What follows belongs to an exercise in optimizing a design on an open flow for small area; a production flow would make more cautious choices.
RTL that was checked went through simulation tests only; none was proved equivalent to the original.
For runs 1 and 3, only the layout was checked, not whether the RTL still works.

===== flow/design.v =====
module PluseDection(
    input   clk     ,
    input   in_sig  ,
    output  pos_sig
);
reg in_sig_r;
always @(posedge clk)
    in_sig_r <= in_sig;
assign pos_sig = in_sig & ~in_sig_r;
endmodule
module LineBuf
#(
    parameter       IMAGE_W         =   128
)
(
    input  wire                         InClk            ,
    input  wire                         InEn             ,
    input  wire [7:0]                   InData           ,
    output wire [7:0]                   OutData
);
reg             [8*IMAGE_W-1:0]         rShift               ;
always@(posedge InClk)
begin
    if(InEn)
        rShift<={rShift[8*IMAGE_W-9:0],InData};
end
assign OutData=rShift[8*IMAGE_W-1 -:8];
endmodule
module Matrix
#(
    parameter       IMAGE_W         =   128
)
(
    input  wire                         InClk       ,
    input  wire                         InClr       ,
    input  wire                         InDe        ,
    input  wire [7:0]                   InData      ,
    output wire [7:0]                   OutP2       ,    
    output wire [7:0]                   OutP1       ,    
    output wire [7:0]                   OutP0       ,    
    output reg  [9:0]                   OutV2       ,    
    output reg  signed [8:0]            OutH1       ,    
    output reg  signed [8:0]            OutH2       ,    
    output reg                          OutDe            
);
reg                             rRowOk      ;    
reg             [9:0]           rV1         ;
wire            [7:0]           BufLine1    ;
wire            [7:0]           BufLine2    ;
always@(posedge InClk)
begin
    if(InClr)
        rRowOk<=1'b0;
    else if(OutDe&&!InDe)
        rRowOk<=1'b1;
end
assign OutP0 = InDe           ? InData   : 8'd0;
assign OutP1 = (InDe&&rRowOk) ? BufLine1 : 8'd0;
assign OutP2 = (InDe&&rRowOk) ? BufLine2 : 8'd0;
LineBuf #(.IMAGE_W(IMAGE_W)) u0_LineBuf
(
    .InClk      (InClk      ),
    .InEn       (InDe       ),
    .InData     (InData     ),
    .OutData    (BufLine1   )
);
LineBuf #(.IMAGE_W(IMAGE_W)) u1_LineBuf
(
    .InClk      (InClk      ),
    .InEn       (InDe       ),
    .InData     (OutP1      ),
    .OutData    (BufLine2   )
);
wire [9:0]          V = {2'b00,OutP2} + {1'b0,OutP1,1'b0} + {2'b00,OutP0};
wire signed [8:0]   H = $signed({1'b0,OutP2}) - $signed({1'b0,OutP0});
always@(posedge InClk)
begin
    rV1   <= V;
    OutV2 <= rV1;
    OutH1 <= H;
    OutH2 <= OutH1;
    OutDe <= InDe;
end
endmodule
module CalCore
(
    input                       InClk       ,
    input       [7:0]           InP2        ,
    input       [7:0]           InP1        ,
    input       [7:0]           InP0        ,
    input       [9:0]           InV2        ,
    input  signed [8:0]         InH1        ,
    input  signed [8:0]         InH2        ,
    output reg  [7:0]           OutAbsX     ,
    output reg  [7:0]           OutAbsY     ,
    output reg                  OutSat
);
wire signed [11:0]  XPart = $signed({4'd0,InP2}) + $signed({3'd0,InP1,1'b0}) - $signed({2'd0,InV2});
wire signed [11:0]  YPart = $signed(InH2) + $signed({InH1,1'b0}) + $signed({4'd0,InP2});
wire signed [11:0]  Gx = XPart + $signed({4'd0,InP0});
wire signed [11:0]  Gy = YPart - $signed({4'd0,InP0});
wire        [9:0]   Ax = Gx[9:0] ^ {10{Gx[11]}};
wire        [9:0]   Ay = Gy[9:0] ^ {10{Gy[11]}};
always@(posedge InClk)
begin
    OutAbsX <= Ax[7:0];
    OutAbsY <= Ay[7:0];
    OutSat  <= |{Ax[9:8],Ay[9:8]};
end
endmodule
module SquareRoot
#(
    parameter   SPLIT   =   3
)
(
    input                       InClk       ,
    input       [7:0]           InAbsX      ,
    input       [7:0]           InAbsY      ,
    input                       InSat       ,
    output      [7:0]           OutData
);
wire    [16:0]      Sum = InAbsX*InAbsX + InAbsY*InAbsY;
wire                Sat = InSat | Sum[16];
wire    [15:0]      Rad     [0:8]   ;
wire    [8:0]       Rem     [0:8]   ;
wire    [7:0]       Root    [0:8]   ;
wire                SatS    [0:8]   ;
reg     [15:0]      rRad            ;
reg     [8:0]       rRem            ;
reg     [7:0]       rRoot           ;
reg                 rSat            ;
assign Rad[0]  = Sum[15:0];
assign Rem[0]  = 9'd0;
assign Root[0] = 8'd0;
assign SatS[0] = Sat;
genvar k;
generate
for(k=0;k<8;k=k+1)
begin: g_step
    wire    [15:0]  RadIn  ;
    wire    [8:0]   RemIn  ;
    wire    [7:0]   RootIn ;
    wire            SatIn  ;
    if(k==SPLIT)
    begin: g_reg
        always@(posedge InClk)
        begin
            rRad  <= Rad[k];
            rRem  <= Rem[k];
            rRoot <= Root[k];
            rSat  <= SatS[k];
        end
        assign RadIn  = rRad;
        assign RemIn  = rRem;
        assign RootIn = rRoot;
        assign SatIn  = rSat;
    end
    else
    begin: g_wire
        assign RadIn  = Rad[k];
        assign RemIn  = Rem[k];
        assign RootIn = Root[k];
        assign SatIn  = SatS[k];
    end
    wire    [k+2:0] Part  = {RemIn[k:0],RadIn[15:14]};
    wire    [k+1:0] Trial = {RootIn[k:0],2'b01};
    wire    [k+2:0] Diff  = Part - {1'b0,Trial};
    wire            Ge    = ~Diff[k+2];
    assign Rad[k+1]  = {RadIn[13:0],2'b00};
    assign Root[k+1] = {RootIn[6:0],Ge};
    assign SatS[k+1] = SatIn;
    if(k<7)
    begin: g_rem
        wire [k+1:0] RemNext = Ge ? Diff[k+1:0] : Part[k+1:0];
        assign Rem[k+1] = {{(7-k){1'b0}},RemNext};
    end
    else
    begin: g_last
        assign Rem[k+1] = 9'd0;
    end
end
endgenerate
assign OutData = SatS[8] ? 8'hff : Root[8];
endmodule
module Sobel
#(
    parameter IMAGE_W   =   128  ,
    parameter IMAGE_H   =   480  ,
    parameter IMAGE_DW  =   8
)
(
    input                           InVideoClk  ,
    input                           InVideoVs   ,
    input                           InVideoDe   ,
    input   [IMAGE_DW -1 :0]        InVideoData ,
    output                          OutVideoVs  ,
    output                          OutVideoDe  ,
    output  [IMAGE_DW -1 :0]        OutVideoData
);
wire                PosVs       ;
wire    [7:0]       P2          ;
wire    [7:0]       P1          ;
wire    [7:0]       P0          ;
wire    [9:0]       V2          ;
wire signed [8:0]   H1          ;
wire signed [8:0]   H2          ;
wire                De1         ;
wire    [7:0]       AbsX        ;
wire    [7:0]       AbsY        ;
wire                Sat         ;
reg                 rDe         ;
PluseDection PluseDection
(
    .clk        (InVideoClk ),
    .in_sig     (InVideoVs  ),
    .pos_sig    (PosVs      )
);
Matrix #(.IMAGE_W(IMAGE_W)) u_Matrix
(
    .InClk      (InVideoClk ),
    .InClr      (PosVs      ),
    .InDe       (InVideoDe  ),
    .InData     (InVideoData),
    .OutP2      (P2         ),
    .OutP1      (P1         ),
    .OutP0      (P0         ),
    .OutV2      (V2         ),
    .OutH1      (H1         ),
    .OutH2      (H2         ),
    .OutDe      (De1        )
);
CalCore u_CalCore
(
    .InClk      (InVideoClk ),
    .InP2       (P2         ),
    .InP1       (P1         ),
    .InP0       (P0         ),
    .InV2       (V2         ),
    .InH1       (H1         ),
    .InH2       (H2         ),
    .OutAbsX    (AbsX       ),
    .OutAbsY    (AbsY       ),
    .OutSat     (Sat        )
);
SquareRoot u_SquareRoot
(
    .InClk      (InVideoClk ),
    .InAbsX     (AbsX       ),
    .InAbsY     (AbsY       ),
    .InSat      (Sat        ),
    .OutData    (OutVideoData)
);
always@(posedge InVideoClk)
begin
    rDe <= De1;
end
assign OutVideoVs = InVideoVs;
assign OutVideoDe = rDe;
endmodule

===== flow/run.sh =====
#!/bin/bash
# synth_recipe.tcl (not shown) runs the flow's synth.tcl, then flattens the netlist and writes it again
# the make line also repeats each setting of config.mk as NAME=value (left out here)
make -C /OpenROAD-flow-scripts/flow DESIGN_CONFIG=/design/flow/config.mk WORK_HOME=/design/flow/orfs CLKGATE_MAP_FILE= SYNTH_SCRIPT=/design/flow/synth_recipe.tcl finish

===== flow/constraint.sdc =====
create_clock -name core_clock -period 8.0 [get_ports {InVideoClk}]
set_input_delay 1.6000 -clock core_clock [delete_from_list [all_inputs] [get_ports {InVideoClk}]]
set_output_delay 1.6000 -clock core_clock [all_outputs]
set_load 0.01 [all_outputs]

===== flow/config.mk =====
export PLATFORM = sky130hd
export DESIGN_NAME = Sobel
export DESIGN_NICKNAME = Sobel
export VERILOG_FILES = /design/flow/design.v
export SDC_FILE = /design/flow/constraint.sdc
export NUM_CORES = 4
export LEC_CHECK = 0
export CAP_MARGIN = 20
export CORE_MARGIN = 2
export CORE_UTILIZATION = 70
export CTS_BUF_LIST = sky130_fd_sc_hd__clkbuf_4 sky130_fd_sc_hd__clkbuf_8
export PLACE_DENSITY = 0.75
export SLEW_MARGIN = 20

==> flow_metrics.py, run 1 <==
metrics = {
    "logic_synthesis": {
        "ys_types": 66,
        "ys_warn_count": 6,
        "syn_area_mm2": 0.0713,
        "synthCells": 3139,
        "synth.area.top_cells": "edfxtp_1 86%, ha_1 2.8%, fa_1 2.2%, dfxtp_1 2.1%, xnor2_1 1.2%",
        "synthMuxAreaShare": 0.00165,
        "ys_ff_latch": 2123,
        "synth_edf_count": 2048,
        "synthXorXnorAreaFrac": 0.0168,
        "synth_top_family_by_area": "adder cells",
        "synth-adder-area-share": 0.0510,
        "yosysTopAreaCell": "edfxtp_1",
        "yosysSeqAreaShare": 0.884,
        "synthesis.nets": 3390,
        "synth-compound-area-share": 0.0190,
        "netlist.area_leader.share": 0.863,
        "yosys_most_used_dff": "edfxtp_1",
        "synth_simple_gate_area_frac": 0.0170,
        "syn_avg_cell_area_um2": 22.7,
        "ys_async_sr_fraction": 0,
    },
    "sta": {
        "worst_slack_ns": -2.05,
        "slew-limit-headroom": 0.280,
        "period_share": 1.26,
        "tightest_slew_ns": 1.08,
        "fmax_mhz": 99.5,
        "min_period_ns": 10.05,
        "maxSlewViolCount": 0,
        "fin_skew_ns": 0.0816,
        "rsz0062_at_grt": "yes",
        "hold_viol_final": 0,
        "finalSetupViolations": 2,
    },
    "route": {
        "wire_per_inst_um": 18.8,
        "first_iter_violations": 2342,
        "drc_errors": 0,
        "vias": 27800,
        "viasPerCell": 5.38,
        "final_antenna_net_count": 0,
        "routed_wl_mm": 97.0,
        "dr.pass1.iters": 5,
    },
    "die": {
        "die_width_um": 323,
        "start_util": 0.703,
        "dieArea_mm2": 0.104,
        "ios": 21,
        "die_h_um": 323,
        "core_area_mm2": 0.101,
        "core.rowCount": 117,
    },
    "placed_design": {
        "place_area_mm2": 0.0739,
        "io_buffers": 20,
        "dp_hpwl_mm": 49.2,
        "gp_congestion": 0.823,
    },
    "critical_path": {
        "slowest_delay_ns": 0.40,
        "path_class": "flop to output pin",
        "start_kind": "flop",
        "critPathSlowestCell": "a221o_1",
        "reg2reg_to": "u_SquareRoot.rRem[3]$_DFF_P_",
        "crit_arrival_ns": 8.45,
        "crit-reg2reg-launch": "u_CalCore.OutAbsY[3]$_DFF_P_",
        "cp_data_required_time_ns": 6.40,
        "end_kind": "output pin",
        "crit_fanout": 6,
        "reg2reg_depth": 30,
        "r2r_slack_ns": 0.47,
    },
    "global_routing": {
        "grt_pass1_vias": 28400,
        "antenna_found_initial": 5,
        "grt-ovfl-total": 0,
        "grt_pass1_wl_mm": 151,
        "track_usage": 0.188,
        "grt_max_degree": 215,
    },
    "final_layout": {
        "finalInstanceArea_mm2": 0.0802,
        "multiInputGateArea_mm2": 0.00773,
        "final_nets": 3822,
        "syn_to_final_growth_pct": 12.5,
        "final_layout_size_suffix_gt1_frac": 0.172,
        "utilization": 0.790,
        "fill_cells": 4629,
        "seq_area_mm2": 0.0630,
    },
    "clock_network": {
        "postCtsHoldBufs": 0,
        "clk_pin_slew_ns": 0.06,
        "clk_path_buf_depth": 4,
        "clock-root-buffer": "clkbuf_8",
        "cts_tree": "done",
        "cts_htree_levels": 5,
        "cts_made_buffers": 319,
        "cts_sinks": 2123,
        "clock_latency_ns": 0.93,
    },
    "outcome": {
        "failed_checks": "negative setup slack",
        "status": "finished with violations",
    },
    "hold_path": {
        "holdPathStages": 0,
        "min-delay-start": "u_Matrix.rV1[4]$_DFF_P_",
        "hold_class": "flop to flop",
        "min_to": "u_Matrix.OutV2[4]$_DFF_P_",
    },
    "flow_run": {
        "maxCapViolCount": 0,
    },
}
cells in the final DEF (no fill, tap or decap), drive strengths merged, types with 47 or more instances in the layout:
cell,count
edfxtp,2048
clkbuf,430
inv,192
ha,161
buf,109
xnor2,100
clkinv,98
a21oi,83
fa,79
dfxtp,75
nand2,47
stage by stage:
step	cells	hold slack, ns	TNS (ns)	setup WS, ns
finish	5161	0.324	-2.88	-2.05
global route	5161	0.338	-3.76	-2.56
CTS	5156	0.326	-3.07	-2.19
detailed placement	4599	0.314	-2.29	-1.85
global placement	4599	0.311	-1.77	-1.61
floorplan	3139	0.310	-1.23	-1.23
logic make-up after synthesis:
| logic type | Yosys count |
|---|---|
| AO/OA/AOI/OAI | 207 |
| XOR/XNOR | 129 |
| adder cells (fa/ha/maj) | 244 |
| buffers and inverters | 202 |
| flip-flops | 2123 |
| multiplexers | 10 |
| AND/OR/NAND/NOR | 224 |
synth_stat cells (4+ instances only):
| cell type | n |
|---|---|
| edfxtp_1 | 2048 |
| inv_1 | 184 |
| ha_1 | 161 |
| xnor2_1 | 98 |
| a21oi_1 | 82 |
| fa_1 | 79 |
| dfxtp_1 | 75 |
| nand2_1 | 47 |
| and2_1 | 46 |
| nor2_1 | 38 |
| o21bai_1 | 38 |
| o21ai_0 | 28 |
| xor2_1 | 26 |
| a21o_1 | 21 |
| and3_1 | 19 |
| nand2b_1 | 16 |
| nor2b_1 | 14 |
| clkbuf_1 | 11 |
| nand3_1 | 10 |
| nor3_1 | 10 |
| o21a_1 | 7 |
| mux2i_1 | 5 |
| or2_2 | 5 |
| a21boi_0 | 4 |
| maj3_1 | 4 |
| nor3b_1 | 4 |
worst max-delay path by stage:
| stage | startpoint | slack (ns) | cells after the start | end |
|---|---|---|---|---|
| after floorplan | u_SquareRoot.rRoot[0]$_DFF_P_ | -1.23 | 44 | OutVideoData[0] |
| after detailed placement | u_SquareRoot.rRoot[0]$_DFF_P_ | -1.85 | 41 | OutVideoData[0] |
| after global routing | u_SquareRoot.rRoot[0]$_DFF_P_ | -2.56 | 43 | OutVideoData[0] |
| final | u_SquareRoot.rRoot[0]$_DFF_P_ | -2.05 | 39 | OutVideoData[0] |
| after global placement | u_SquareRoot.rRoot[0]$_DFF_P_ | -1.61 | 42 | OutVideoData[0] |
| after CTS | u_SquareRoot.rRoot[0]$_DFF_P_ | -2.19 | 41 | OutVideoData[0] |
metal layers:
layer,up-vias,part of all wire,track usage
met5,-,0,0
met4,0,0.021,0.0742
met3,186,0.044,0.0421
met2,561,0.45,0.270
met1,14100,0.48,0.289
li1,12900,-,-
critical path, delay by kind of cell, from the launching register on:
| family | cells | cell delay (ns) |
|---|---|---|
| adders and majority gates | 5 | 1.28 |
| muxes | 1 | 0.32 |
| DFF | 1 | 0.36 |
| buffers and inverters | 6 | 0.61 |
| and+or+nand+nor | 6 | 1.08 |
| AOI/OAI and AO/OA | 14 | 2.67 |
| xor gates and xnor gates | 7 | 1.23 |
state kept, by name, summed over array words and instances (netlist names), 3 cells and up:
signal / flops
u_CalCore.OutAbsX: 8
u_SquareRoot.rRem: 4
u_Matrix.OutH1: 9
u_Matrix.OutV2: 10
u_Matrix.rV1: 9
u_Matrix.OutH2: 8
u_Matrix.u1_LineBuf.rShift: 1024
u_SquareRoot.rRoot: 3
u_Matrix.u0_LineBuf.rShift: 1024
u_CalCore.OutAbsY: 8
u_SquareRoot.rRad: 10
timing repair:
action,CTS,global route
endpoints found under the setup margin,2,8
setup buffers,15,4
pin swaps,17,11
resized for setup,28,33
endpoints found under the hold margin,0,0
layout make-up:
type,instances,area share
clock inverter,112,0.00775
tap,1368,0.0213
antenna,1,0.0000312
timing repair buffer,126,0.0138
sequential,2123,0.786
inverter,187,0.00885
multi-input combinational,814,0.0964
clock buffer,430,0.0658
==> run 2: changes to the inputs <==
--- a/flow/design.v
+++ b/flow/design.v
@@ -72,7 +72,9 @@
     .OutData    (BufLine2   )
 );
 wire [9:0]          V = {2'b00,OutP2} + {1'b0,OutP1,1'b0} + {2'b00,OutP0};
-wire signed [8:0]   H = $signed({1'b0,OutP2}) - $signed({1'b0,OutP0});
+wire signed [8:0]   SP2 = {1'b0,OutP2};
+wire signed [8:0]   SP0 = {1'b0,OutP0};
+wire signed [8:0]   H = SP2 - SP0;
 always@(posedge InClk)
 begin
     rV1   <= V;
@@ -95,10 +97,16 @@
     output reg  [7:0]           OutAbsY     ,
     output reg                  OutSat
 );
-wire signed [11:0]  XPart = $signed({4'd0,InP2}) + $signed({3'd0,InP1,1'b0}) - $signed({2'd0,InV2});
-wire signed [11:0]  YPart = $signed(InH2) + $signed({InH1,1'b0}) + $signed({4'd0,InP2});
-wire signed [11:0]  Gx = XPart + $signed({4'd0,InP0});
-wire signed [11:0]  Gy = YPart - $signed({4'd0,InP0});
+wire signed [11:0]  P2 = {4'd0,InP2};
+wire signed [11:0]  P1x2 = {3'd0,InP1,1'b0};
+wire signed [11:0]  P0 = {4'd0,InP0};
+wire signed [11:0]  V2 = {2'd0,InV2};
+wire signed [11:0]  H2 = {{3{InH2[8]}},InH2};
+wire signed [11:0]  H1x2 = {{2{InH1[8]}},InH1,1'b0};
+wire signed [11:0]  XPart = P2 + P1x2 - V2;
+wire signed [11:0]  YPart = H2 + H1x2 + P2;
+wire signed [11:0]  Gx = XPart + P0;
+wire signed [11:0]  Gy = YPart - P0;
 wire        [9:0]   Ax = Gx[9:0] ^ {10{Gx[11]}};
 wire        [9:0]   Ay = Gy[9:0] ^ {10{Gy[11]}};
 always@(posedge InClk)
==> flow/config.mk (replaced) <==
export PLATFORM = sky130hd
export DESIGN_NAME = Sobel
export DESIGN_NICKNAME = Sobel
export VERILOG_FILES = /design/flow/design.v
export SDC_FILE = /design/flow/constraint.sdc
export NUM_CORES = 4
export LEC_CHECK = 0
export CAP_MARGIN = 20
export CORE_MARGIN = 2
export CORE_UTILIZATION = 40
export SLEW_MARGIN = 20
==> run 2 against run 1 <==
Compared with the run above:
- the layout still fails its checks (negative setup slack)
- sequential cell count unchanged
- first-iteration DRC count grew 1.6%
- critical path type unchanged
- critical endpoint unchanged
==> flow_metrics.py, run 2 <==
metrics = {
    "outcome": {
        "status": "finished with violations",
        "failed_checks": "negative setup slack",
    },
    "logic_synthesis": {
        "synthCells": 3135,
        "netlist.area_leader.share": 0.863,
        "synthesis.nets": 3386,
        "ys_warn_count": 6,
        "synth_edf_count": 2048,
        "syn_area_mm2": 0.0713,
        "ys_ff_latch": 2123,
        "synth.area.top_cells": "edfxtp_1 86%, ha_1 2.8%, fa_1 2.2%, dfxtp_1 2.1%, xnor2_1 1.2%",
        "ys_async_sr_fraction": 0,
        "yosysTopAreaCell": "edfxtp_1",
        "ys_types": 70,
        "synth_commonest_cells": "2,048 x edfxtp_1, 179 x inv_1, 161 x ha_1",
        "yosys_most_used_dff": "edfxtp_1",
        "yosysSeqAreaShare": 0.884,
        "syn_avg_cell_area_um2": 22.7,
        "yosysMostFrequentCell": "edfxtp_1",
    },
    "critical_path": {
        "cp_data_required_time_ns": 6.40,
        "path_common_cell": "ha_4",
        "r2r_slack_ns": 0.75,
        "end_kind": "output pin",
        "start_kind": "flop",
        "cp.buffers_inverters": 5,
        "critPathSlowestCell": "o32a_4",
        "crit_arrival_ns": 8.95,
        "crit_fanout": 7,
        "slowest_delay_ns": 0.38,
        "critPathTopFamily": "compound AO/OA/AOI/OAI gates",
        "path_class": "flop to output pin",
    },
    "sta": {
        "fin_skew_ns": 0.0407,
        "fin_setup_tns_ns": -3.67,
        "period_share": 1.32,
        "worst_slack_ns": -2.55,
        "fmax_mhz": 94.7,
        "slew-limit-headroom": 0.266,
        "hold_viol_final": 0,
        "tightest_slew_ns": 1.10,
        "min_period_ns": 10.55,
        "rsz0062_at_grt": "yes",
        "finalSetupViolations": 2,
        "maxSlewViolCount": 0,
    },
    "clock_network": {
        "clock-root-buffer": "clkbuf_16",
        "clock_latency_ns": 0.81,
        "clk_pin_slew_ns": 0.07,
        "cts_htree_levels": 4,
        "clk_path_buf_depth": 3,
        "cts_sinks": 2123,
        "cts_tree": "done",
        "cts_made_buffers": 199,
    },
    "global_routing": {
        "grt_max_degree": 192,
        "grt_pass1_wl_mm": 147,
        "grt_pass1_vias": 26500,
        "antenna_found_initial": 6,
        "grt-ovfl-total": 0,
        "track_usage": 0.102,
    },
    "die": {
        "ios": 21,
        "dieArea_mm2": 0.182,
        "die_width_um": 426,
        "start_util": 0.404,
        "die_h_um": 426,
        "core.rowCount": 154,
        "core_area_mm2": 0.177,
    },
    "flow_run": {
        "maxCapViolCount": 0,
    },
    "route": {
        "viasPerCell": 4.49,
        "vias": 27000,
        "dr.pass1.iters": 5,
        "first_iter_violations": 2379,
        "routed_wl_mm": 93.2,
        "final_antenna_net_count": 0,
        "drc_errors": 0,
        "wire_per_inst_um": 15.5,
    },
    "hold_path": {
        "hold_class": "flop to flop",
    },
    "placed_design": {
        "post-place-cells": 5609,
        "io_buffers": 20,
        "dp_hpwl_mm": 48.4,
        "preCtsSetupSlack_ns": -2.59,
        "gp_congestion": 0.732,
    },
    "final_layout": {
        "reg_top3": "u_Matrix.u0_LineBuf.rShift: 1024 flops, u_Matrix.u1_LineBuf.rShift: 1024 flops",
        "utilization": 0.466,
        "final_layout_size_suffix_gt1_frac": 0.142,
        "final_nets": 3743,
        "layout.cells.most_common": "edfxtp_1",
        "final_cell_mix": "2,048 x edfxtp_1, 200 x clkbuf_16, 176 x inv_1",
        "layout.cells.non_filler": 6001,
        "syn_to_final_growth_pct": 15.6,
    },
}
[run 2: worst reg2reg max path: cells and delay by family (launching register included)]
family | cells | cell delay, ns
AND/OR/NAND/NOR | 3 | 0.46
XOR/XNOR | 4 | 0.88
adder cells (fa/ha/maj) | 7 | 2.47
multiplexers | 2 | 0.58
flip-flops | 1 | 0.61
AO/OA/AOI/OAI | 10 | 1.68
buffers and inverters | 5 | 0.46
[run 2: what timing repair did]
action | in CTS | in global routing
gates cloned | 0 | 0
setup buffers | 17 | 6
gates resized for setup | 43 | 12
hold buffers | 0 | 0
setup endpoints to repair | 3 | 2
pin swaps | 25 | 31
[run 2: cell families after synthesis]
group	Yosys count	synth area share
AO/OA/AOI/OAI	219	0.0200
XOR/XNOR	131	0.0168
adder cells (fa/ha/maj)	240	0.0504
buffers and inverters	193	0.0105
flip-flops	2123	0.884
multiplexers	15	0.00230
AND/OR/NAND/NOR	214	0.0164
[run 2: per-layer routing]
metal  global-route usage  up-vias  routed length (um)
met1                0.164    13700               49900
met2                0.134      361               37600
met3               0.0254      155                3820
li1                     -    12700                   -
met5                    0        -                   0
met4               0.0342        0                1900
[run 2: path summary, 6_finish.rpt]
kind,startpoint,end,depth (start not counted)
setup reg to reg,u_CalCore.OutAbsY[2]$_DFF_P_,u_SquareRoot.rRem[3]$_DFF_P_,31
hold reg to reg,u_Matrix.rV1[1]$_DFF_P_,u_Matrix.OutV2[1]$_DFF_P_,0
setup / recovery,u_SquareRoot.rRoot[0]$_DFF_P_,OutVideoData[0],42
hold / removal,u_Matrix.rV1[1]$_DFF_P_,u_Matrix.OutV2[1]$_DFF_P_,0
[run 2: layout make-up]
| class | instances | area [um^2] |
|---|---|---|
| clock buffer | 245 | 5180 |
| clock inverter | 123 | 1350 |
| inverter | 180 | 683 |
| multi-input combinational | 819 | 7850 |
| antenna | 2 | 5.00 |
| tap | 2340 | 2930 |
| fill | 14400 | 94300 |
| timing repair buffer | 169 | 1390 |
| sequential | 2123 | 63000 |
[run 2: stage by stage]
stage          cell area [um^2]  hold WS [ns]
3_5_place_dp              75500         0.312
4_1_cts                   82300         0.313
6_report                  82400         0.319
5_1_grt                   82400         0.308
3_3_place_gp              75500         0.310
2_1_floorplan             71400         0.310
==> run 3: changes to the inputs <==
--- a/flow/design.v
+++ b/flow/design.v
@@ -118,7 +118,7 @@
 endmodule
 module SquareRoot
 #(
-    parameter   SPLIT   =   3
+    parameter   SPLIT   =   4
 )
 (
     input                       InClk       ,
@@ -127,8 +127,35 @@
     input                       InSat       ,
     output      [7:0]           OutData
 );
-wire    [16:0]      Sum = InAbsX*InAbsX + InAbsY*InAbsY;
-wire                Sat = InSat | Sum[16];
+function [15:0] Square;
+    input [7:0] x;
+    integer i;
+    begin
+        Square = 16'd0;
+        for(i=0;i<8;i=i+1)
+            Square[2*i] = x[i];
+    end
+endfunction
+function [15:0] Cross;
+    input [7:0] x;
+    input integer i;
+    begin
+        Cross = ({8'd0,x} >> (i+1)) & {16{x[i]}};
+        Cross = Cross << (2*i+2);
+    end
+endfunction
+wire    [16:0]      Sum = Square(InAbsX) + Square(InAbsY)
+                        + Cross(InAbsX,0) + Cross(InAbsX,1) + Cross(InAbsX,2) + Cross(InAbsX,3)
+                        + Cross(InAbsX,4) + Cross(InAbsX,5) + Cross(InAbsX,6)
+                        + Cross(InAbsY,0) + Cross(InAbsY,1) + Cross(InAbsY,2) + Cross(InAbsY,3)
+                        + Cross(InAbsY,4) + Cross(InAbsY,5) + Cross(InAbsY,6);
+reg     [15:0]      rSum            ;
+reg                 rSumSat         ;
+always@(posedge InClk)
+begin
+    rSum    <= Sum[15:0];
+    rSumSat <= InSat | Sum[16];
+end
 wire    [15:0]      Rad     [0:8]   ;
 wire    [8:0]       Rem     [0:8]   ;
 wire    [7:0]       Root    [0:8]   ;
@@ -137,10 +164,10 @@
 reg     [8:0]       rRem            ;
 reg     [7:0]       rRoot           ;
 reg                 rSat            ;
-assign Rad[0]  = Sum[15:0];
+assign Rad[0]  = rSum;
 assign Rem[0]  = 9'd0;
 assign Root[0] = 8'd0;
-assign SatS[0] = Sat;
+assign SatS[0] = rSumSat;
 genvar k;
 generate
 for(k=0;k<8;k=k+1)
@@ -216,7 +243,7 @@
 wire    [7:0]       AbsX        ;
 wire    [7:0]       AbsY        ;
 wire                Sat         ;
-reg                 rDe         ;
+reg     [1:0]       rDe         ;
 PluseDection PluseDection
 (
     .clk        (InVideoClk ),
@@ -260,8 +287,8 @@
 );
 always@(posedge InVideoClk)
 begin
-    rDe <= De1;
+    rDe <= {rDe[0],De1};
 end
 assign OutVideoVs = InVideoVs;
-assign OutVideoDe = rDe;
-endmodule
+assign OutVideoDe = rDe[1];
+endmodule
==> run 3 against run 2 <==
Compared with the run above:
- still fails the layout checks on negative setup slack
- utilization is 0.17 points lower
- sequential share of layout area rose by 1.9 points
- critical endpoint unchanged
- maximum frequency grew 18%
- synthesized cell count decreased by 5.7%
- first-iteration DRC count is 6.1% higher
==> flow_metrics.py, run 3 <==
metrics = {
    "logic_synthesis": {
        "yosysTopAreaCell": "edfxtp_1",
        "yosysMostFrequentCell": "edfxtp_1",
        "ys_async_sr_fraction": 0,
        "synth.area.top_cells": "edfxtp_1 88%, dfxtp_1 2.7%, ha_1 2.2%, fa_1 2.1%, xnor2_1 0.75%",
        "synth_edf_count": 2048,
        "syn_avg_cell_area_um2": 23.7,
        "yosys_most_used_dff": "edfxtp_1",
        "netlist.area_leader.share": 0.877,
        "yosysSeqAreaShare": 0.904,
        "ys_ff_latch": 2141,
        "syn_area_mm2": 0.0701,
        "ys_warn_count": 6,
        "synthCells": 2955,
        "synthesis.nets": 3164,
        "synth_commonest_cells": "2,048 x edfxtp_1, 128 x inv_1, 125 x ha_1",
        "ys_types": 67,
    },
    "global_routing": {
        "grt_pass1_vias": 25600,
        "grt_max_degree": 190,
        "grt-ovfl-total": 0,
        "track_usage": 0.101,
        "grt_pass1_wl_mm": 144,
        "antenna_found_initial": 6,
    },
    "sta": {
        "min_period_ns": 8.92,
        "finalSetupViolations": 1,
        "rsz0062_at_grt": "yes",
        "maxSlewViolCount": 0,
        "period_share": 1.12,
        "worst_slack_ns": -0.922,
        "slew-limit-headroom": 0.305,
        "fmax_mhz": 112,
        "hold_viol_final": 0,
        "hold_ws_ns": 0.324,
        "fin_skew_ns": 0.0572,
        "tightest_slew_ns": 1.04,
    },
    "critical_path": {
        "critPathSlowestCell": "dfxtp_2",
        "path_class": "flop to output pin",
        "crit-reg2reg-launch": "u_CalCore.OutAbsY[3]$_DFF_P_",
        "cp_data_required_time_ns": 6.40,
        "r2r_slack_ns": 2.73,
        "start_kind": "flop",
        "reg2reg_depth": 19,
        "crit_end": "OutVideoData[0]",
        "end_kind": "output pin",
        "slowest_delay_ns": 0.33,
        "crit_fanout": 6,
        "crit_arrival_ns": 7.32,
        "startpoint": "u_SquareRoot.rRoot[0]$_DFF_P_",
        "reg2reg_to": "u_SquareRoot.rSumSat$_DFF_P_",
    },
    "route": {
        "drc_errors": 0,
        "wire_per_inst_um": 15.8,
        "routed_wl_mm": 91.2,
        "first_iter_violations": 2523,
        "final_antenna_net_count": 0,
        "dr.pass1.iters": 5,
        "viasPerCell": 4.53,
        "vias": 26100,
    },
    "die": {
        "die_h_um": 423,
        "ios": 21,
        "die_width_um": 423,
        "dieArea_mm2": 0.179,
        "core_area_mm2": 0.174,
        "core.rowCount": 153,
        "start_util": 0.403,
    },
    "placed_design": {
        "gp_congestion": 0.755,
        "dp_hpwl_mm": 45.5,
        "io_buffers": 20,
        "preCtsSetupSlack_ns": -0.707,
    },
    "hold_path": {
        "hold_class": "flop to flop",
    },
    "clock_network": {
        "postCtsHoldBufs": 0,
        "clk_path_buf_depth": 3,
        "cts_tree": "done",
        "cts_htree_levels": 4,
        "cts_sinks": 2141,
        "cts_made_buffers": 198,
        "clock-root-buffer": "clkbuf_16",
        "clock_latency_ns": 0.81,
        "clk_pin_slew_ns": 0.06,
    },
    "final_layout": {
        "final_cell_mix": "2,048 x edfxtp_1, 198 x clkbuf_16, 125 x inv_1",
        "final_nets": 3493,
        "syn_to_final_growth_pct": 15.3,
        "reg_top3": "u_Matrix.u0_LineBuf.rShift: 1024 flops, u_Matrix.u1_LineBuf.rShift: 1024 flops, u_SquareRoot.rSum: 16 flops",
        "num_antenna_cells": 0,
        "layout.cells.most_common": "edfxtp_1",
        "final_layout_size_suffix_gt1_frac": 0.136,
    },
    "flow_run": {
        "maxCapViolCount": 0,
    },
    "outcome": {
        "status": "finished with violations",
        "failed_checks": "negative setup slack",
    },
}
run 3: changes by cell type in the layout (fill, tap and decap cells not counted), moves of 5 or more:
cell	change
a21oi_2	+8
nor2_1	-9
a21oi_1	-33
nand2_1	+9
buf_4	-32
fa_1	-6
xnor2_1	-33
and2_1	-18
dfxtp_1	+17
o21bai_1	-23
inv_1	-51
clkinvlp_4	-5
ha_1	-38
run 3: worst min-delay path by stage:
stage                                             from  depth (start not counted)                             to  slack, ns
final                     u_SquareRoot.rSum[6]$_DFF_P_                          0  u_SquareRoot.rRad[14]$_DFF_P_       0.32
after global routing           u_Matrix.rV1[2]$_DFF_P_                          0      u_Matrix.OutV2[2]$_DFF_P_       0.33
after CTS                 u_SquareRoot.rSumSat$_DFF_P_                          0      u_SquareRoot.rSat$_DFF_P_       0.33
after detailed placement  u_SquareRoot.rSumSat$_DFF_P_                          0      u_SquareRoot.rSat$_DFF_P_       0.31
after global placement         u_Matrix.rV1[9]$_DFF_P_                          0      u_Matrix.OutV2[9]$_DFF_P_       0.31
after floorplan                         rDe[0]$_DFF_P_                          0                 rDe[1]$_DFF_P_       0.31
run 3: what timing repair did:
item                       CTS  global route
gates resized for setup     48            16
pin swaps                   27            27
setup endpoints to repair    2             2
buffers inserted            20             7
gates cloned                 1             0
run 3: layout make-up:
class | count | area, um^2
Timing Repair Buffer | 140 | 1190
Clock buffer | 246 | 5160
Fill cell | 14100 | 93200
Clock inverter | 113 | 1230
Tap cell | 2325 | 2910
Inverter | 129 | 484
Multi-Input combinational cell | 674 | 6500
Sequential cell | 2141 | 63400
run 3: metal layers:
metal	up-vias	GRT usage	share of wire
met2	429	0.129	0.40
met1	13400	0.163	0.53
met5	-	0	0
met4	0	0.0368	0.025
met3	206	0.0251	0.045
li1	12100	-	-
run 3: stage by stage:
stage | util | instance area (um^2) | setup TNS [ns] | instances
finish | 0.465 | 80800 | -0.922 | 5768
global route | 0.465 | 80800 | -1.27 | 5768
CTS | 0.464 | 80700 | -1.11 | 5761
detailed placement | 0.425 | 73900 | -0.707 | 5381
global placement | 0.425 | 73900 | -0.515 | 5381
floorplan | - | 70200 | -0.132 | 2955
run 3: logic make-up (layout without fill, tap and decap cells):
group / after synthesis / count (layout) / synth area share
AO/OA/AOI/OAI: 169 / 169 / 0.0157
XOR/XNOR: 95 / 95 / 0.0126
adder cells (fa/ha/maj): 198 / 198 / 0.0432
buffers and inverters: 140 / 628 / 0.00775
flip-flops: 2141 / 2141 / 0.904
multiplexers: 14 / 14 / 0.00221
AND/OR/NAND/NOR: 198 / 198 / 0.0145
run 3: critical path: cells and delay by family, from the launching register on:
| kind | cells | cell delay (ns) |
|---|---|---|
| flip-flops | 1 | 0.33 |
| AO/OA/AOI/OAI | 9 | 1.62 |
| multiplexers | 4 | 1.03 |
| adder cells (fa/ha/maj) | 4 | 1.02 |
| XOR/XNOR | 3 | 0.70 |
| buffers and inverters | 7 | 0.98 |
| AND/OR/NAND/NOR | 8 | 0.86 |
==> run 4: changes to the inputs <==
--- a/flow/design.v
+++ b/flow/design.v
@@ -118,7 +118,8 @@
 endmodule
 module SquareRoot
 #(
-    parameter   SPLIT   =   4
+    parameter   SPLIT1  =   1   ,
+    parameter   SPLIT2  =   5
 )
 (
     input                       InClk       ,
@@ -149,25 +150,14 @@
                         + Cross(InAbsX,4) + Cross(InAbsX,5) + Cross(InAbsX,6)
                         + Cross(InAbsY,0) + Cross(InAbsY,1) + Cross(InAbsY,2) + Cross(InAbsY,3)
                         + Cross(InAbsY,4) + Cross(InAbsY,5) + Cross(InAbsY,6);
-reg     [15:0]      rSum            ;
-reg                 rSumSat         ;
-always@(posedge InClk)
-begin
-    rSum    <= Sum[15:0];
-    rSumSat <= InSat | Sum[16];
-end
 wire    [15:0]      Rad     [0:8]   ;
 wire    [8:0]       Rem     [0:8]   ;
 wire    [7:0]       Root    [0:8]   ;
 wire                SatS    [0:8]   ;
-reg     [15:0]      rRad            ;
-reg     [8:0]       rRem            ;
-reg     [7:0]       rRoot           ;
-reg                 rSat            ;
-assign Rad[0]  = rSum;
+assign Rad[0]  = Sum[15:0];
 assign Rem[0]  = 9'd0;
 assign Root[0] = 8'd0;
-assign SatS[0] = rSumSat;
+assign SatS[0] = InSat | Sum[16];
 genvar k;
 generate
 for(k=0;k<8;k=k+1)
@@ -176,8 +166,12 @@
     wire    [8:0]   RemIn  ;
     wire    [7:0]   RootIn ;
     wire            SatIn  ;
-    if(k==SPLIT)
+    if(k==SPLIT1||k==SPLIT2)
     begin: g_reg
+        reg     [15:0]      rRad    ;
+        reg     [8:0]       rRem    ;
+        reg     [7:0]       rRoot   ;
+        reg                 rSat    ;
         always@(posedge InClk)
         begin
             rRad  <= Rad[k];
==> run 4 against run 3 <==
Compared with the run above:
- the run now finishes clean
- die area increased by 0.16%
- final cell count decreased by 1.1%
- area after synthesis up 0.16%
- non-clock buffer count shrank 87
- global-route usage shrank 0.30 points
- critical path type unchanged
- critical endpoint unchanged
==> flow_metrics.py, run 4 <==
metrics = {
    "outcome": {
        "status": "timing/DRC/antenna clean",
    },
    "clock_network": {
        "cts_tree": "done",
        "clk_path_buf_depth": 3,
        "cts_htree_levels": 4,
        "clk_pin_slew_ns": 0.06,
        "cts_made_buffers": 199,
        "clock-root-buffer": "clkbuf_16",
        "clock_latency_ns": 0.81,
        "postCtsHoldBufs": 0,
        "cts_sinks": 2142,
    },
    "global_routing": {
        "grt-ovfl-total": 0,
        "grt_max_degree": 216,
        "grt_pass1_vias": 25100,
        "track_usage": 0.0976,
        "grt_pass1_wl_mm": 140,
        "antenna_found_initial": 3,
    },
    "logic_synthesis": {
        "yosysMostFrequentCell": "edfxtp_1",
        "yosysTopAreaCell": "edfxtp_1",
        "ys_ff_latch": 2142,
        "netlist.area_leader.share": 0.876,
        "synthCells": 2972,
        "syn_avg_cell_area_um2": 23.6,
        "synth_commonest_cells": "2,048 x edfxtp_1, 139 x inv_1, 124 x ha_1",
        "ys_async_sr_fraction": 0,
        "yosysSeqAreaShare": 0.903,
        "ys_types": 63,
        "yosys_most_used_dff": "edfxtp_1",
        "syn_area_mm2": 0.0702,
        "ys_warn_count": 6,
        "synthesis.nets": 3180,
        "synth_edf_count": 2048,
        "synth.area.top_cells": "edfxtp_1 88%, dfxtp_1 2.7%, ha_1 2.2%, fa_1 2.1%, xnor2_1 0.82%",
    },
    "placed_design": {
        "dp_hpwl_mm": 43.8,
        "gp_congestion": 0.756,
        "post-place-cells": 5333,
        "io_buffers": 20,
    },
    "route": {
        "vias": 25700,
        "final_antenna_net_count": 0,
        "drc_errors": 0,
        "first_iter_violations": 2394,
        "viasPerCell": 4.51,
        "wire_per_inst_um": 15.6,
        "routed_wl_mm": 88.9,
        "dr.pass1.iters": 5,
    },
    "sta": {
        "fmax_mhz": 131,
        "hold_ws_ns": 0.318,
        "slew-limit-headroom": 0.326,
        "fin_skew_ns": 0.0420,
        "hold_viol_final": 0,
        "tightest_slew_ns": 1.01,
        "finalSetupViolations": 0,
        "min_period_ns": 7.65,
        "maxSlewViolCount": 0,
        "period_share": 0.956,
    },
    "die": {
        "die_width_um": 423,
        "ios": 21,
        "dieArea_mm2": 0.179,
        "die_h_um": 423,
        "core_area_mm2": 0.174,
        "core.rowCount": 153,
        "start_util": 0.403,
    },
    "critical_path": {
        "start_kind": "flop",
        "cp_data_required_time_ns": 6.40,
        "startpoint": "u_SquareRoot.g_step[5].g_reg.rRoot[0]$_DFF_P_",
        "path_common_cell": "a21oi_2",
        "path_class": "flop to output pin",
        "crit_fanout": 7,
        "critPathTopFamily": "compound AO/OA/AOI/OAI gates",
        "crit-reg2reg-launch": "u_SquareRoot.g_step[1].g_reg.rRoot[0]$_DFF_P_",
        "cp.buffers_inverters": 3,
        "crit_arrival_ns": 6.05,
        "slowest_delay_ns": 0.45,
        "end_kind": "output pin",
        "critPathSlowestCell": "or4_4",
    },
    "final_layout": {
        "final_cell_mix": "2,048 x edfxtp_1, 202 x clkbuf_16, 139 x inv_1",
        "reg_top3": "u_Matrix.u0_LineBuf.rShift: 1024 flops, u_Matrix.u1_LineBuf.rShift: 1024 flops, u_SquareRoot.g_step.g_reg.rRad: 20 flops",
        "fill_cells": 14300,
        "layout.cells.most_common": "edfxtp_1",
        "final_nets": 3424,
        "layout.cells.non_filler": 5707,
        "final_layout_size_suffix_gt1_frac": 0.104,
        "syn_to_final_growth_pct": 14.2,
    },
    "flow_run": {
        "maxCapViolCount": 0,
    },
    "hold_path": {
        "min-delay-start": "u_Matrix.rV1[5]$_DFF_P_",
        "hold_class": "flop to flop",
    },
}
[run 4: worst register-to-register path: cells and delay by family (launching register included)]
family                     cells  cell delay (ns)
buffers and inverters          1             0.11
and+or+nand+nor                5             0.79
adders and majority gates      4             1.46
muxes                          1             0.32
DFF                            1             0.32
xor gates and xnor gates       4             1.16
AOI/OAI and AO/OA             10             2.78
[run 4: routing by layer]
layer | share of wire | up-vias | GRT usage
li1 | - | 12000 | -
met1 | 0.54 | 13200 | 0.160
met2 | 0.39 | 397 | 0.121
met3 | 0.050 | 192 | 0.0264
met4 | 0.024 | 0 | 0.0364
met5 | 0 | - | 0
[run 4: final timing paths]
path	endpoint	slack, ns	cells past startpoint
min	u_Matrix.OutV2[5]$_DFF_P_	0.32	0
max	OutVideoData[0]	0.35	28
max reg2reg	u_SquareRoot.g_step[5].g_reg.rRem[5]$_DFF_P_	0.93	25
min reg2reg	u_Matrix.OutV2[5]$_DFF_P_	0.32	0
[run 4: area by class of cell]
cell class,count,area (um^2),share of cell area
Antenna cell,1,2.50,0.0000312
Clock buffer,242,5240,0.0653
Clock inverter,124,1260,0.0157
Inverter,140,528,0.00658
Multi-Input combinational cell,680,6330,0.0790
Sequential cell,2142,63400,0.790
Tap cell,2325,2910,0.0363
Timing Repair Buffer,53,549,0.00685
[run 4: cell families after synthesis]
group | after synthesis | synth area share
DFF | 2142 | 0.903
and+or+nand+nor | 214 | 0.0155
adders and majority gates | 200 | 0.0433
AOI/OAI and AO/OA | 158 | 0.0148
buffers and inverters | 150 | 0.00811
xor gates and xnor gates | 94 | 0.0128
muxes | 14 | 0.00253
[run 4: per-stage QoR]
step	setup TNS [ns]	util	setup WS [ns]	area, um^2
global placement	0	0.422	0.286	73500
floorplan	0	-	1.16	70200
global route	-0.0245	0.460	-0.0245	80200
CTS	0	0.460	0.0200	80100
detailed placement	0	0.422	0.0622	73500
finish	0	0.460	0.350	80200
[run 4: repair_timing]
action / 4_1_cts / 5_1_grt
hold endpoints to repair: 0 / 0
pin swaps: 3 / 9
gates resized for setup: 9 / 13
setup buffers: 3 / 2
endpoints found under the setup margin: 1 / 1
==> run 5: changes to the inputs <==
--- a/flow/config.mk
+++ b/flow/config.mk
@@ -7,5 +7,8 @@
 export LEC_CHECK = 0
 export CAP_MARGIN = 20
 export CORE_MARGIN = 2
-export CORE_UTILIZATION = 40
+export CORE_UTILIZATION = 60
+export CTS_BUF_LIST = sky130_fd_sc_hd__clkbuf_8
+export CTS_CLUSTER_DIAMETER = 50
+export CTS_CLUSTER_SIZE = 20
 export SLEW_MARGIN = 20
==> run 5 against run 4 <==
Compared with the run above:
- still clean
- register-to-register slack worse by 0.16 ns
- sequential cell count unchanged
- non-clock buffer count down 4
- sequential share of layout area up 4.5 points
- clock skew down 0.014 ns
- die area down 33%
- global-route usage up 4.8 points
- utilization up 19 points
- maximum frequency up 1.7%
- setup slack better by 0.13 ns
- critical path type unchanged
- highest routed layer unchanged
==> flow_metrics.py, run 5 <==
metrics = {
    "die": {
        "core.rowCount": 125,
        "die_h_um": 346,
        "die_width_um": 346,
        "dieArea_mm2": 0.120,
        "core_area_mm2": 0.116,
        "ios": 21,
        "start_util": 0.605,
    },
    "sta": {
        "finalSetupViolations": 0,
        "slew-limit-headroom": 0.288,
        "hold_ws_ns": 0.333,
        "fin_setup_tns_ns": 0,
        "fin_skew_ns": 0.0284,
        "rsz0062_at_grt": "no",
        "tightest_slew_ns": 1.07,
        "hold_viol_final": 0,
        "maxSlewViolCount": 0,
        "min_period_ns": 7.52,
        "period_share": 0.940,
        "fmax_mhz": 133,
    },
    "logic_synthesis": {
        "syn_avg_cell_area_um2": 23.6,
        "synth_commonest_cells": "2,048 x edfxtp_1, 139 x inv_1, 124 x ha_1",
        "synthCells": 2972,
        "yosysMostFrequentCell": "edfxtp_1",
        "yosys_most_used_dff": "edfxtp_1",
        "ys_ff_latch": 2142,
        "netlist.area_leader.share": 0.876,
        "syn_area_mm2": 0.0702,
        "synth_edf_count": 2048,
        "synthesis.nets": 3180,
        "yosysSeqAreaShare": 0.903,
        "synth.area.top_cells": "edfxtp_1 88%, dfxtp_1 2.7%, ha_1 2.2%, fa_1 2.1%, xnor2_1 0.82%",
        "ys_warn_count": 6,
        "ys_types": 63,
        "yosysTopAreaCell": "edfxtp_1",
        "ys_async_sr_fraction": 0,
    },
    "clock_network": {
        "cts_htree_levels": 4,
        "clk_pin_slew_ns": 0.10,
        "clock_latency_ns": 0.84,
        "cts_made_buffers": 150,
        "cts_tree": "done",
        "cts_sinks": 2142,
        "clock-root-buffer": "clkbuf_8",
        "clk_path_buf_depth": 3,
    },
    "global_routing": {
        "grt-ovfl-total": 0,
        "grt_pass1_wl_mm": 138,
        "track_usage": 0.145,
        "grt_pass1_vias": 24800,
        "antenna_found_initial": 1,
        "grt_max_degree": 198,
    },
    "route": {
        "dr.pass1.iters": 5,
        "wire_per_inst_um": 18.1,
        "routed_wl_mm": 86.5,
        "final_antenna_net_count": 0,
        "vias": 25200,
        "drc_errors": 0,
        "viasPerCell": 5.27,
        "first_iter_violations": 2362,
    },
    "flow_run": {
        "maxCapViolCount": 0,
    },
    "placed_design": {
        "dp_hpwl_mm": 43.3,
        "io_buffers": 20,
        "gp_congestion": 0.753,
    },
    "critical_path": {
        "cp_data_required_time_ns": 6.40,
        "slowest_delay_ns": 0.44,
        "reg2reg_depth": 25,
        "critPathSlowestCell": "a2111o_1",
        "start_kind": "flop",
        "end_kind": "output pin",
        "crit_cells": 27,
        "cp.buffers_inverters": 4,
        "reg2reg_to": "u_SquareRoot.g_step[5].g_reg.rRem[2]$_DFF_P_",
        "r2r_slack_ns": 0.77,
        "crit-reg2reg-launch": "u_SquareRoot.g_step[1].g_reg.rRoot[0]$_DFF_P_",
        "crit_arrival_ns": 5.92,
        "crit_fanout": 5,
        "critPathTopFamily": "compound AO/OA/AOI/OAI gates",
        "path_class": "flop to output pin",
        "startpoint": "u_SquareRoot.g_step[5].g_reg.rRoot[0]$_DFF_P_",
        "path_common_cell": "a21oi_2",
    },
    "final_layout": {
        "final_layout_size_suffix_gt1_frac": 0.0927,
        "syn_to_final_growth_pct": 8.03,
        "utilization": 0.653,
        "final_nets": 3371,
        "final_cell_mix": "2,048 x edfxtp_1, 158 x clkbuf_8, 145 x inv_1",
        "layout.cells.most_common": "edfxtp_1",
        "reg_top3": "u_Matrix.u0_LineBuf.rShift: 1024 flops, u_Matrix.u1_LineBuf.rShift: 1024 flops, u_SquareRoot.g_step.g_reg.rRad: 20 flops",
    },
    "hold_path": {
        "min-delay-start": "u_Matrix.rV1[8]$_DFF_P_",
        "holdPathStages": 0,
        "min_to": "u_Matrix.OutV2[8]$_DFF_P_",
        "hold_class": "flop to flop",
    },
    "outcome": {
        "status": "timing/DRC/antenna clean",
    },
}
run 5: how the worst max path moves through the flow:
| stage | slack (ns) | end |
|---|---|---|
| final | 0.48 | OutVideoData[0] |
| after global routing | 0.01 | OutVideoData[0] |
| after CTS | 0.005 | OutVideoData[0] |
| after detailed placement | -0.03 | OutVideoData[0] |
| after global placement | -0.08 | OutVideoData[0] |
| after floorplan | 1.16 | OutVideoData[0] |
run 5: final cells by class:
cell class / instances / area, um^2
diodes: 1 / 2.50
clock buffers: 158 / 2170
clock inverters: 88 / 970
fillers: 7495 / 40200
inverters: 140 / 528
multi-input cells: 680 / 6350
flip-flops and latches: 2142 / 63400
well taps: 1524 / 1910
repair buffers: 49 / 519
run 5: logic make-up after synthesis:
group / after synthesis / synth area share
XOR/XNOR: 94 / 0.0128
adder cells (fa/ha/maj): 200 / 0.0433
multiplexers: 14 / 0.00253
buffers and inverters: 150 / 0.00811
flip-flops: 2142 / 0.903
AND/OR/NAND/NOR: 214 / 0.0155
AO/OA/AOI/OAI: 158 / 0.0148
run 5: per-layer routing:
metal  up-vias  track usage  part of all wire
met5         -            0                 0
met4         0       0.0520             0.025
met3       159       0.0269             0.035
met2       342        0.191              0.41
met1     13000        0.245              0.53
li1      11800            -                 -
run 5: repair_timing:
action	in CTS	in global routing
setup buffers	4	3
hold buffers	0	0
hold endpoints to repair	0	0
setup endpoints to repair	1	1
resized for setup	14	11
pin swaps	4	8
run 5: through the flow:
step	setup WS (ns)	instance area [um^2]	std cells
after global placement	-0.0753	72500	4528
after detailed placement	-0.0329	72500	4528
final	0.480	75800	4782
after CTS	0.00469	75800	4778
after global routing	0.0105	75800	4782
after floorplan	1.16	70200	2972

-- re-timing with driven ports --
The flow's constraints put no driver on any port. The routed layouts listed below were extracted and timed again, unchanged, in two steps.
Step 1 (the two cells are an assumption about what drives the block):
set clk [get_ports {InVideoClk}]
set_driving_cell -lib_cell sky130_fd_sc_hd__clkbuf_16 $clk
set_driving_cell -lib_cell sky130_fd_sc_hd__buf_2 [delete_from_list [all_inputs] $clk]
Step 2 moves the port delays by t, midway between the first and last clock arrival at a register: inputs arrive t later, outputs are due t later. That takes back most of the time a late clock gives input paths.
a / b / c = ideal ports / drivers / drivers and shift; a / b = the first two.
run | shift t [ns] | setup slack, ns | worst slew at a driven data input, ns | pins driven straight from the clock port
run 1 | 0.956 | -2.046 / -2.113 / -1.157 | 0.08 | 1
run 2 | 0.865 | -2.554 / -2.630 / -1.765 | 0.12 | 1
run 3 | 0.864 | -0.922 / -0.998 / -0.134 | 0.12 | 1
run 4 | 0.868 | 0.350 / 0.277 / 0.935 | 0.08 | 1
run 5 | 0.893 | 0.480 / 0.413 / 0.770 | 0.08 | 1
